From an optimization exercise on the open Yosys and OpenROAD flow, aimed at small area; shortcuts taken in it are not production practice. Where RTL was checked, it was by simulation tests only, not by an equivalence proof against the original. Power and IR drop assume default switching activity.

==> flow/design.v <==
module top(reset, en, clock, ps2clk, ps2data, h_sync, v_sync, r, g, b);
  input reset, en, clock, ps2clk, ps2data;
  output h_sync, v_sync;
  output [2:0] r;
  output [2:0] g;
  output [2:0] b;
  genvar k;
  reg [1:0] dc;
  always @(posedge clock or posedge reset)
    if (reset) dc <= 2'd0;
    else dc <= {dc[1] ^ (dc[0] & en), dc[0] ^ en};
  wire tick = en & ~dc[1] & dc[0];
  reg [3:0] ks;
  reg [3:0] ks_n;
  always @(*)
    case (ks)
      4'd0, 4'd1, 4'd2, 4'd3: ks_n = ps2clk ? ks + 4'd1 : 4'd0;
      4'd4:                   ks_n = ps2clk ? 4'd4 : 4'd5;
      4'd5, 4'd6, 4'd7:       ks_n = ps2clk ? 4'd1 : ks + 4'd1;
      default:                ks_n = ps2clk ? 4'd1 : 4'd0;
    endcase
  always @(posedge clock or posedge reset)
    if (reset) ks <= 4'd0;
    else if (tick) ks <= ks_n;
  wire fe = tick & ks[3];
  reg [3:0] cnt;
  reg       f0;
  reg [2:0] cc;
  reg       par;
  wire start = ~cnt[3] & cnt[1];
  wire last  = ~cnt[3] & ~cnt[1] & cnt[0];
  wire [2:0] d = cnt[2:0];
  reg e1;
  always @(*)
    case (d)
      3'd0: e1 = 1'b1;
      3'd1: e1 = cc[0];
      3'd2: e1 = ~(cc[0] | cc[2]);
      3'd3: e1 = cc[2];
      3'd4: e1 = ~cc[2];
      3'd5: e1 = 1'b1;
      3'd6: e1 = ~(cc[2] & cc[1]);
      default: e1 = 1'b0;
    endcase
  wire e = f0 ? e1 : d[2];
  wire mis = (ps2data ^ e) & ~(cc[1] & cc[0]);
  reg [2:0] t;
  always @(*)
    if (!f0) t = 3'b011;
    else case ({cc, d})
      {3'b000, 3'd0}: t = 3'b001;
      {3'b000, 3'd1}: t = 3'b100;
      {3'b000, 3'd3}: t = 3'b110;
      {3'b001, 3'd1}: t = 3'b010;
      {3'b100, 3'd6}: t = 3'b101;
      default:        t = 3'b011;
    endcase
  wire [2:0] cn = start  ? {3{ps2data}} :
                  cnt[3] ? (mis ? t : cc) :
                  cc | {3{~(par ^ ps2data)}};
  always @(posedge clock)
    if (fe) begin
      cc  <= cn;
      par <= (start ? 1'b0 : par) ^ ps2data;
    end
  wire good = ~(cc[2] & cc[1] & cc[0]) & ps2data;
  wire rel  = fe & last & good & f0;
  always @(posedge clock or posedge reset)
    if (reset) begin
      cnt <= 4'b0111;
      f0  <= 1'b0;
    end else if (fe) begin
      cnt <= last ? 4'b0111 : cnt + 4'd1;
      if (last & good) f0 <= ~f0 & (cc == 3'b000);
    end
  wire hu = (cc == 3'b000), hd = (cc == 3'b001);
  wire wu = (cc == 3'b100), wd = (cc == 3'b010);
  wire ft = (cc == 3'b101), it = (cc == 3'b110);
  localparam [25:0] LR = 26'h30a1746;
  localparam [25:0] LD = 26'h3850ba3;
  reg [25:0] lf;
  reg        blink;
  wire       lwrap = (lf == LD);
  always @(posedge clock or posedge reset)
    if (reset) begin
      lf    <= LR;
      blink <= 1'b0;
    end else begin
      lf    <= {lf[24:0], ~(lf[25] ^ lf[5] ^ lf[1] ^ lf[0]) ^ lwrap};
      blink <= blink ^ lwrap;
    end
  reg [9:0] xp;
  reg [8:0] yp;
  wire xend = (xp == 10'd321);
  wire yend = (yp == 9'd201);
  wire xwrap = tick & xend;
  wire ywrap = xwrap & yend;
  wire [10:0] xc; assign xc[0] = tick;
  wire [9:0]  yc; assign yc[0] = xwrap;
  generate
    for (k = 0; k < 10; k = k + 1) begin : gx
      assign xc[k+1] = xc[k] & xp[k];
    end
    for (k = 0; k < 9; k = k + 1) begin : gy
      assign yc[k+1] = yc[k] & yp[k];
    end
  endgenerate
  always @(posedge clock or posedge reset)
    if (reset) begin
      xp <= 10'h222;   
      yp <= 9'h109;    
    end else begin
      xp <= xwrap ? 10'h222 : xp ^ xc[9:0];
      yp <= ywrap ? 9'h109 : yp ^ yc[8:0];
    end
  reg [8:0] W1;
  reg [7:0] H1;
  reg f, i;
  wire w_max = W1[8] & W1[5] & W1[2];           
  wire w_min = (W1[8:4] == 5'd0);               
  wire h_max = H1[7] & H1[4] & H1[3] & H1[0];   
  wire h_min = (H1[7:4] == 4'd0);               
  wire wch = rel & ((wu & ~w_max) | (wd & ~w_min));
  wire hch = rel & ((hu & ~h_max) | (hd & ~h_min));
  wire [8:0] kw = {{6{wch & ~wu}}, wch & wu, wch & ~wu, wch};
  wire [7:0] kh = {{5{hch & ~hu}}, hch & hu, hch & ~hu, hch};
  wire [9:0] cw; assign cw[0] = 1'b0;
  wire [8:0] ch; assign ch[0] = 1'b0;
  wire [8:0] W1n;
  wire [7:0] H1n;
  generate
    for (k = 0; k < 9; k = k + 1) begin : gw
      assign W1n[k] = W1[k] ^ kw[k] ^ cw[k];
      assign cw[k+1] = (W1[k] & kw[k]) | (W1[k] & cw[k]) | (kw[k] & cw[k]);
    end
    for (k = 0; k < 8; k = k + 1) begin : gh
      assign H1n[k] = H1[k] ^ kh[k] ^ ch[k];
      assign ch[k+1] = (H1[k] & kh[k]) | (H1[k] & ch[k]) | (kh[k] & ch[k]);
    end
  endgenerate
  always @(posedge clock or posedge reset)
    if (reset) begin
      W1 <= 9'd21;
      H1 <= 8'd21;
      f  <= 1'b0;
      i  <= 1'b0;
    end else begin
      W1 <= W1n;
      H1 <= H1n;
      f  <= f ^ (rel & ft);
      i  <= i ^ (rel & it);
    end
  wire [8:0] dx = xp[8:0] ^ {9{xp[9]}};
  wire [7:0] dy = yp[7:0] ^ {8{yp[8]}};
  wire [7:0] kx; assign kx[0] = (dx[1:0] <= W1[1:0]);
  wire [6:0] ky; assign ky[0] = (dy[1:0] <= H1[1:0]);
  wire [6:0] sx;
  wire [5:0] sy;
  generate
    for (k = 0; k < 7; k = k + 1) begin : gsx
      assign sx[k] = W1[k+2] ^ ~dx[k+2] ^ kx[k];
      assign kx[k+1] = (W1[k+2] & ~dx[k+2]) | (W1[k+2] & kx[k]) | (~dx[k+2] & kx[k]);
    end
    for (k = 0; k < 6; k = k + 1) begin : gsy
      assign sy[k] = H1[k+2] ^ ~dy[k+2] ^ ky[k];
      assign ky[k+1] = (H1[k+2] & ~dy[k+2]) | (H1[k+2] & ky[k]) | (~dy[k+2] & ky[k]);
    end
  endgenerate
  wire outer_x = kx[7];
  wire outer_y = ky[6];
  wire inner_x = (sx != 7'd0);
  wire inner_y = (sy != 6'd0);
  wire outline = outer_x & outer_y & ~(inner_x & inner_y);
  wire blank = ($signed(xp) < -10'sd318) | ($signed(yp) < -9'sd198);
  wire inv = (f & blink) | i;
  wire p1 = ~blank & (outline ? ~inv : i);
  wire p0 = ~blank & (outline ?  inv : i);
  assign r = {p1, p0, p0};
  assign g = {p1, p1, p0};
  assign b = {p1, p0, p0};
  assign h_sync = ~(($signed(xp) >= -10'sd462) & ($signed(xp) <= -10'sd367));
  assign v_sync = ($signed(yp) == -9'sd235) | ($signed(yp) == -9'sd234);
endmodule
==> flow/config.mk <==
export PLATFORM = sky130hd
export DESIGN_NAME = top
export DESIGN_NICKNAME = top
export VERILOG_FILES = /design/flow/design.v
export SDC_FILE = /design/flow/constraint.sdc
export NUM_CORES = 4
export LEC_CHECK = 0
export CAP_MARGIN = 20
export CORE_MARGIN = 2
export CORE_UTILIZATION = 40
export SLEW_MARGIN = 20
==> flow/constraint.sdc <==
create_clock -name core_clock -period 10.0 [get_ports {clock}]
set_input_delay 2.0000 -clock core_clock [delete_from_list [all_inputs] [get_ports {clock}]]
set_output_delay 2.0000 -clock core_clock [all_outputs]
set_load 0.01 [all_outputs]
run.sh (not shown) runs the stock make flow with config.mk's settings and CLKGATE_MAP_FILE= SYNTH_SCRIPT=/design/flow/synth_recipe.tcl, a recipe that flattens the netlist after the stock synthesis.
==> next run, changes <==
--- a/flow/design.v
+++ b/flow/design.v
@@ -168,16 +168,16 @@
   endgenerate
   wire outer_x = kx[7];
   wire outer_y = ky[6];
   wire inner_x = (sx != 7'd0);
   wire inner_y = (sy != 6'd0);
   wire outline = outer_x & outer_y & ~(inner_x & inner_y);
-  wire blank = ($signed(xp) < -10'sd318) | ($signed(yp) < -9'sd198);
+  wire blank = (xp[9] & (xp[8:0] <= 9'd193)) | (yp[8] & (yp[7:0] <= 8'd57));
   wire inv = (f & blink) | i;
   wire p1 = ~blank & (outline ? ~inv : i);
   wire p0 = ~blank & (outline ?  inv : i);
   assign r = {p1, p0, p0};
   assign g = {p1, p1, p0};
   assign b = {p1, p0, p0};
-  assign h_sync = ~(($signed(xp) >= -10'sd462) & ($signed(xp) <= -10'sd367));
-  assign v_sync = ($signed(yp) == -9'sd235) | ($signed(yp) == -9'sd234);
+  assign h_sync = ~(xp[9] & (xp[8:0] >= 9'd50) & (xp[8:0] <= 9'd145));     
+  assign v_sync = (yp == 9'd277) | (yp == 9'd278);                          
 endmodule
After rerunning: The new run passed the timing, design-rule and antenna checks; worst setup slack loses 5.3 ps; cell area goes down slightly; sequential share of layout area increases by 0.66 points; via count fell by a few percent; synthesized cell count fell by a few percent; first-iteration DRC count falls by well over a third; non-clock buffer count does not change; core utilization decreases by 0.17 points; register-to-register slack loses 310 ps; synthesized area decreases by a few percent; routed wire length decreases slightly; sequential power goes down by a few percent; clock skew hardly moves; power goes up by a few percent.
Only the layout flow was run in the first run of this note; the RTL was not checked for function there.

[separate check: timing with driven ports]
No port has a modelled driver above. Below, the same layouts with a new extraction and two added sets of constraints.
Step 1 (the two cells are an assumption about what drives the block):
set clk [get_ports {clock}]
set_driving_cell -lib_cell sky130_fd_sc_hd__clkbuf_16 $clk
set_driving_cell -lib_cell sky130_fd_sc_hd__buf_2 [delete_from_list [all_inputs] $clk]
Step 2 also shifts input and output timing later by t, the mid clock arrival at the registers, as if the neighbouring blocks saw the same clock.
Three values: no drivers, after step 1, after step 2; two values: the first two.
| run | shift t [ns] | setup WS [ns] | worst setup path after step 2 |
|---|---|---|---|
| the first run | 0.365 | 1.800 / 1.765 / 2.130 | register to output |
| the second run | 0.373 | 1.795 / 1.757 / 2.130 | register to output |
After both steps setup and hold are still met in every run listed.
